What follows belongs to an exercise in optimizing a design on an open flow for small area; a production flow would make more cautious choices. The RTL was checked by simulation tests, not by an equivalence proof against the original design. No driver is modelled on the clock port, so clocking that relies on it looks cheaper here than on a real chip. Power is estimated from default activity; no workload was simulated.

Design avalon_uart, start of the top module:
module avalon_uart (
    input               clk,
    input               rst,
    input               avn_read,
    input               avn_write,
    input [4:0]         avn_address,
    input [31:0]        avn_writedata,
    output reg [31:0]   avn_readdata,
    output              avn_waitrequest,
    output              int_txwm,
    output              int_rxwm,
    output              uart_txd,
    input               uart_rxd
);
Settings: LEC_CHECK=0, CAP_MARGIN=20, CORE_MARGIN=2, CORE_UTILIZATION=40, SLEW_MARGIN=20; clock period 5.0 ns.
standard.sh (not shown) runs the stock make flow with config.mk's settings and CLKGATE_MAP_FILE= SYNTH_SCRIPT=/design/flow/synth_recipe.tcl, a recipe that flattens the netlist after the stock synthesis.
==> flow/flow/run.sh <==
#!/bin/bash
# The standard ORFS layout with these changes:
# - no hard adder cells before ABC (ADDER_MAP_FILE empty), so ABC maps
#   the counters and comparators with the rest of the logic;
# - ABC maps the logic for area (flow/abc_area_map.script: fraig, dc2,
#   dch, amap) instead of ORFS's speed script, without the weak _0 cells
#   that have a _1 twin of the same area; registers are mapped before
#   ABC, so they are the standard synthesis's;
# - clock tree synthesis adds no dummy loads and builds clusters of
#   clkbuf_8, then flow/clock_buffer_sizing.tcl downsizes clock buffers
#   that have slew to spare;
# - ports are buffered with buf_1, and flow/pre_gpl_repair.tcl repairs
#   slew and capacitance right after that, before timing-driven global
#   placement;
# Each ORFS step keeps its own log under orfs/logs; standard.log has
# make's output.
set -euo pipefail
here=$(pwd)
rm -rf "$here/scripts"
cp -r "$FLOW_HOME/scripts" "$here/scripts"
cp "$here/flow/abc_area_map.script" "$here/scripts/abc_area_map.script"
sed -i 's#/abc_speed.script#/abc_area_map.script#' "$here/scripts/synth_preamble.tcl"
grep -q abc_area_map.script "$here/scripts/synth_preamble.tcl"
# ABC also leaves out the _0 drive variants that have a _1 variant of the
# same area, so that equal-area choices take the stronger cell
sed -i 's#{\*}\$lib_dont_use_args -constr#{*}$lib_dont_use_args {*}$::env(ABC_EXTRA_DONT_USE) -constr#' "$here/scripts/synth_preamble.tcl"
grep -q ABC_EXTRA_DONT_USE "$here/scripts/synth_preamble.tcl"
awk -v f="$here/flow/pre_gpl_repair.tcl" '{print} /^    buffer_ports /{print "    source " f}' "$here/scripts/global_place.tcl" > "$here/scripts/global_place.tcl.new"
mv "$here/scripts/global_place.tcl.new" "$here/scripts/global_place.tcl"
grep -q pre_gpl_repair.tcl "$here/scripts/global_place.tcl"
sed -i "s#^log_cmd clock_tree_synthesis {\*}\$cts_args\$#&\nsource $here/flow/clock_buffer_sizing.tcl#" "$here/scripts/cts.tcl"
grep -q clock_buffer_sizing.tcl "$here/scripts/cts.tcl"
export SCRIPTS_DIR="$here/scripts"
export ADDER_MAP_FILE=
export GPL_KEEP_OVERFLOW=0
export ABC_EXTRA_DONT_USE="-dont_use sky130_fd_sc_hd__o21ai_0 -dont_use sky130_fd_sc_hd__a21boi_0 -dont_use sky130_fd_sc_hd__and2_0 -dont_use sky130_fd_sc_hd__o311ai_0 -dont_use sky130_fd_sc_hd__or2_0"
export CTS_ARGS="-sink_clustering_enable -repair_clock_nets -dont_use_dummy_load -buf_list sky130_fd_sc_hd__clkbuf_8 -sink_clustering_size 16 -sink_clustering_max_diameter 60"
export CLK_BUF_MAX_SLEW=0.100
export BUFFER_PORTS_ARGS="-buffer_cell sky130_fd_sc_hd__buf_1"
bash standard.sh > standard.log 2>&1
==> flow/flow/pre_gpl_repair.tcl <==
# Sourced by global_place.tcl after port buffering: repair max slew and
# capacitance on the initial placement (the FIFO write enables drive 64
# flip-flops each), so that timing-driven global placement does not see
# those slow nets as timing violations and rebuffer elsewhere.
estimate_parasitics -placement
repair_design -verbose
Other scripts of this flow, unchanged in this note and not shown: flow/flow/abc_area_map.script, flow/flow/clock_buffer_sizing.tcl
The starting point finished clean.
Then changed:
--- a/flow/flow/run.sh
+++ b/flow/flow/run.sh
@@ -12,3 +12 @@
-# - ports are buffered with buf_1, and flow/pre_gpl_repair.tcl repairs
-#   slew and capacitance right after that, before timing-driven global
-#   placement;
+# - ports are buffered with buf_1.
@@ -28,3 +25,0 @@
-awk -v f="$here/flow/pre_gpl_repair.tcl" '{print} /^    buffer_ports /{print "    source " f}' "$here/scripts/global_place.tcl" > "$here/scripts/global_place.tcl.new"
-mv "$here/scripts/global_place.tcl.new" "$here/scripts/global_place.tcl"
-grep -q pre_gpl_repair.tcl "$here/scripts/global_place.tcl"
@@ -35 +29,0 @@
-export GPL_KEEP_OVERFLOW=0
removed: flow/flow/pre_gpl_repair.tcl
Outcome: Global-route usage barely changes. Worst setup slack improved by 410 ps. Flip-flop and latch count stays the same.
Then changed:
--- a/flow/flow/run.sh
+++ b/flow/flow/run.sh
@@ -6,3 +6,2 @@
-#   dch, amap) instead of ORFS's speed script, without the weak _0 cells
-#   that have a _1 twin of the same area; registers are mapped before
-#   ABC, so they are the standard synthesis's;
+#   dch, amap) instead of ORFS's speed script; registers are mapped
+#   before ABC, so they are the standard synthesis's;
@@ -22,4 +20,0 @@
-# ABC also leaves out the _0 drive variants that have a _1 variant of the
-# same area, so that equal-area choices take the stronger cell
-sed -i 's#{\*}\$lib_dont_use_args -constr#{*}$lib_dont_use_args {*}$::env(ABC_EXTRA_DONT_USE) -constr#' "$here/scripts/synth_preamble.tcl"
-grep -q ABC_EXTRA_DONT_USE "$here/scripts/synth_preamble.tcl"
@@ -30,2 +25 @@
-export ABC_EXTRA_DONT_USE="-dont_use sky130_fd_sc_hd__o21ai_0 -dont_use sky130_fd_sc_hd__a21boi_0 -dont_use sky130_fd_sc_hd__and2_0 -dont_use sky130_fd_sc_hd__o311ai_0 -dont_use sky130_fd_sc_hd__or2_0"
-export CTS_ARGS="-sink_clustering_enable -repair_clock_nets -dont_use_dummy_load -buf_list sky130_fd_sc_hd__clkbuf_8 -sink_clustering_size 16 -sink_clustering_max_diameter 60"
+export CTS_ARGS="-sink_clustering_enable -repair_clock_nets -dont_use_dummy_load -buf_list sky130_fd_sc_hd__clkbuf_8 -sink_clustering_size 16 -sink_clustering_max_diameter 70"
=> Maximum frequency increases by 1.7%; via count barely changes; global-route usage increases by 0.20 points; utilization decreases by 0.13 points; worst setup slack improves by 63 ps; combinational power stays flat; die area does not change; sequential cell count does not change; count of clock-buffer cells in the layout decreases by 3; sequential share of layout area increases by 0.19 points; synthesized cell count stays the same.
Then changed:
--- a/flow/flow/run.sh
+++ b/flow/flow/run.sh
@@ -25 +25,2 @@
-export CTS_ARGS="-sink_clustering_enable -repair_clock_nets -dont_use_dummy_load -buf_list sky130_fd_sc_hd__clkbuf_8 -sink_clustering_size 16 -sink_clustering_max_diameter 70"
+export GPL_KEEP_OVERFLOW=0
+export CTS_ARGS="-sink_clustering_enable -repair_clock_nets -dont_use_dummy_load -buf_list sky130_fd_sc_hd__clkbuf_8 -sink_clustering_size 16 -sink_clustering_max_diameter 60"
What happened:
- routed wire length hardly moves
- worst hold slack gets better by 13 ps
- cell area increases by 0.33%
- count of clock-buffer cells in the layout goes up by 2
- global-route usage went down by 0.20 points
- area after synthesis is unchanged
- worst setup slack gets worse by 520 ps
- die area does not change
- utilization rose by 0.15 points

-- re-timing with driven ports --
In the flow no input, the clock included, has a driving cell. The finished layouts below were timed again as built, in two steps. Step 1, drivers: a clkbuf_16 drives clk and a buf_2 each remaining input, both assumed. Step 2 moves the port delays by t, midway between the first and last clock arrival at a register: inputs arrive t later, outputs are due t later. That takes back most of the time a late clock gives input paths. Three values: ideal ports, drivers, drivers and shift; two values: the first two.
| run | t (ns) | setup slack, ns | worst setup path after step 2 | worst data-port slew with drivers (ns) | pins driven straight from the clock port |
|---|---|---|---|---|---|
| the first run | 0.599 | 0.831 / 0.790 / 1.247 | register to register | 0.08 | 1 |
| the second run | 0.598 | 1.245 / 1.203 / 1.354 | register to register | 0.06 | 1 |
| the third run | 0.595 | 1.308 / 1.266 / 1.356 | register to register | 0.07 | 1 |
| the fourth run | 0.599 | 0.792 / 0.749 / 1.348 | register to output | 0.07 | 1 |
After both steps every run listed still meets setup and hold.
